This design comes from an exercise in tuning for small area and a short achievable clock period on the open sky130 flow, not from production work.
Function was checked by simulation only, so behaviour that the tests miss may differ from the original.
Power is estimated from default activity; no workload was simulated.

==> flow/design.v (excerpt) <==
module sysarray_flat (
    input  wire         clk,
    input  wire         rst,
    input  wire         clr,
    input  wire [23:0]  a_left,
    input  wire [23:0]  b_top,
    output wire [161:0] acc_out
);
Size: roughly 3500 cells after synthesis, roughly 260 flip-flops, ~210 I/O pins, ~28000 µm² of cells after synthesis.
export LEC_CHECK = 0
export ABC_AREA = 1
export CAP_MARGIN = 20
export CORE_MARGIN = 2
export CORE_UTILIZATION = 40
export CTS_BUF_LIST = sky130_fd_sc_hd__clkbuf_4 sky130_fd_sc_hd__clkbuf_8
export SETUP_SLACK_MARGIN = 1.0
export SLEW_MARGIN = 20
export SYNTH_HIERARCHICAL = 1
export SYNTH_MINIMUM_KEEP_SIZE = 0
create_clock -name core_clock -period 5.0 [get_ports {clk}]
standard.sh (not shown) runs the stock make flow with config.mk's settings and CLKGATE_MAP_FILE= SYNTH_SCRIPT=/design/flow/synth_recipe.tcl, a recipe that flattens the netlist after the stock synthesis.
==> flow/flow/run.sh <==
#!/bin/bash
# The standard layout, with every port buffered by the smallest buffer
# (sky130_fd_sc_hd__buf_1) rather than the cell buffer_ports picks by itself;
# repair_design and repair_timing resize them afterwards where needed.
set -euo pipefail
export BUFFER_PORTS_ARGS="-buffer_cell sky130_fd_sc_hd__buf_1"
bash standard.sh > standard.log 2>&1
The baseline completed with no timing, DRC or antenna violations.
Edit:
- ABC_AREA: 1 -> unset
- CTS_CLUSTER_DIAMETER: unset -> 60
- CTS_CLUSTER_SIZE: unset -> 16
Outcome: Wire length drops by a few percent; via count drops by about a fifth; clock power drops by a quarter to a third; worst hold slack is better by 0.076 ns; setup slack is worse by 0.067 ns; synthesized area drops by a little under a tenth.

sysarray_flat, a different RTL version from the one above (not shown whole).
Size in the first run: roughly 2,800 cells after synthesis.
Settings: LEC_CHECK=0, CAP_MARGIN=20, CORE_MARGIN=2, CORE_UTILIZATION=40, SETUP_SLACK_MARGIN=0.5, SLEW_MARGIN=20, SYNTH_HIERARCHICAL=1, SYNTH_MINIMUM_KEEP_SIZE=0; clock period 5.0 ns.
run.sh (not shown) runs the stock make flow with config.mk's settings and CLKGATE_MAP_FILE= SYNTH_SCRIPT=/design/flow/synth_recipe.tcl, a recipe that flattens the netlist after the stock synthesis.
Stock flow here: none of the scripts above is used.
Change:
SETUP_SLACK_MARGIN = default   (was 0.5)
Effect: The new run ran to the end with no violations; area after synthesis is unchanged; cell area decreases by 1.3%; count of clock-buffer cells in the layout is higher by 5.
Change:
SETUP_SLACK_MARGIN = 1.5   (was default)
Die area is unchanged. Worst setup slack is better by 0.80 ns. Total power climbs by 28%. Design area climbs by 14%. Wire length climbs by 7.9%. Final cell count climbs by 2.0%. Maximum frequency climbs by 20%. Register-to-register slack is better by 0.53 ns. Synthesized area stays the same. Global-route usage climbs by 0.99 points.

Another version of the RTL of sysarray_flat (not shown whole).
For scale: roughly 2700 cells after synthesis, about 260 flip-flops, about 210 I/O pins, roughly 27000 um2 of cells after synthesis.
export LEC_CHECK = 0
export CAP_MARGIN = 20
export CORE_MARGIN = 2
export CORE_UTILIZATION = 40
export CTS_BUF_LIST = sky130_fd_sc_hd__clkbuf_4 sky130_fd_sc_hd__clkbuf_8
export CTS_CLUSTER_DIAMETER = 60
export CTS_CLUSTER_SIZE = 16
export SETUP_SLACK_MARGIN = 1.1
export SLEW_MARGIN = 20
export SYNTH_HIERARCHICAL = 1
export SYNTH_MINIMUM_KEEP_SIZE = 0
export TNS_END_PERCENT = 0
create_clock -name core_clock -period 5.0 [get_ports {clk}]
standard.sh (not shown) runs the stock make flow with config.mk's settings and CLKGATE_MAP_FILE= SYNTH_SCRIPT=/design/flow/synth_recipe.tcl, a recipe that flattens the netlist after the stock synthesis.
==> flow/flow/run.sh <==
#!/bin/bash
set -euo pipefail
export BUFFER_PORTS_ARGS="-buffer_cell sky130_fd_sc_hd__buf_1"
export PRE_RESIZE_TCL="$PWD/flow/pre_resize.tcl"
bash standard.sh > standard.log 2>&1
==> flow/flow/pre_resize.tcl <==
# Input-port buffers (named input* by buffer_ports) to buf_4.
set n 0
foreach inst [get_cells input*] {
  if { [get_property $inst ref_name] == "sky130_fd_sc_hd__buf_1" } {
    replace_cell $inst sky130_fd_sc_hd__buf_4
    incr n
  }
}
puts "pre_resize: $n input buffers made sky130_fd_sc_hd__buf_4"
The starting point ran to the end with no violations.
Change:
SETUP_SLACK_MARGIN = 1.0   (was 1.1)
TNS_END_PERCENT = not set   (was 0)
Result: Synthesized area is unchanged. Die area is unchanged. Final cell count is about the same. Setup slack gets worse by 0.070 ns. Synthesized cell count stays the same. Sequential cell count does not change.
Change:
SETUP_SLACK_MARGIN = 1.1   (was 1.0)
TNS_END_PERCENT = 30   (was not set)
What happened: Wire length goes up by a few percent; final area grows slightly; maximum frequency goes up slightly; total power goes up slightly.

afterwards: timing with drivers on the ports:
The results above use ideal ports. As a check the final layouts listed here were re-extracted and re-timed, cells and wires unchanged. Step 1, drivers: a clkbuf_16 drives clk and a buf_2 each remaining input, both assumed. Step 2, shift: input delay + t, output delay - t, t = (earliest + latest rising clock arrival at the registers) / 2. This alone moves slack from input paths to output paths. a / b / c = ideal / step 1 / step 2; a / b = the first two.
run	t (ns)	setup WS [ns]	worst register clock-pin slew, ns	worst slew at a driven data input, ns	cell pins on the clock port's net
the first run of note 1	0.730	1.129 / 1.103 / 0.373	0.07 / 0.07	0.12	1
the second run of note 1	0.680	1.062 / 1.076 / 0.396	0.10 / 0.10	0.09	1
the first run of note 2	0.611	0.597 / 0.641 / 0.029	0.06 / 0.06	0.12	1
the second run of note 2	0.617	0.255 / 0.304 / -0.314	0.06 / 0.06	0.10	1
the third run of note 2	0.620	1.052 / 1.078 / 0.458	0.06 / 0.06	0.11	1
the first run of note 3	0.672	1.212 / 1.238 / 0.567	0.09 / 0.09	0.11	1
the second run of note 3	0.656	1.143 / 1.159 / 0.503	0.09 / 0.09	0.07	1
the third run of note 3	0.663	1.160 / 1.160 / 0.543	0.10 / 0.10	0.08	1
Met with ideal ports but missed after step 2: setup timing in the second run of note 2. For the first run of note 1, which loses most, drivers alone change the setup slack by -0.026 ns; drivers and shift together by -0.756 ns.
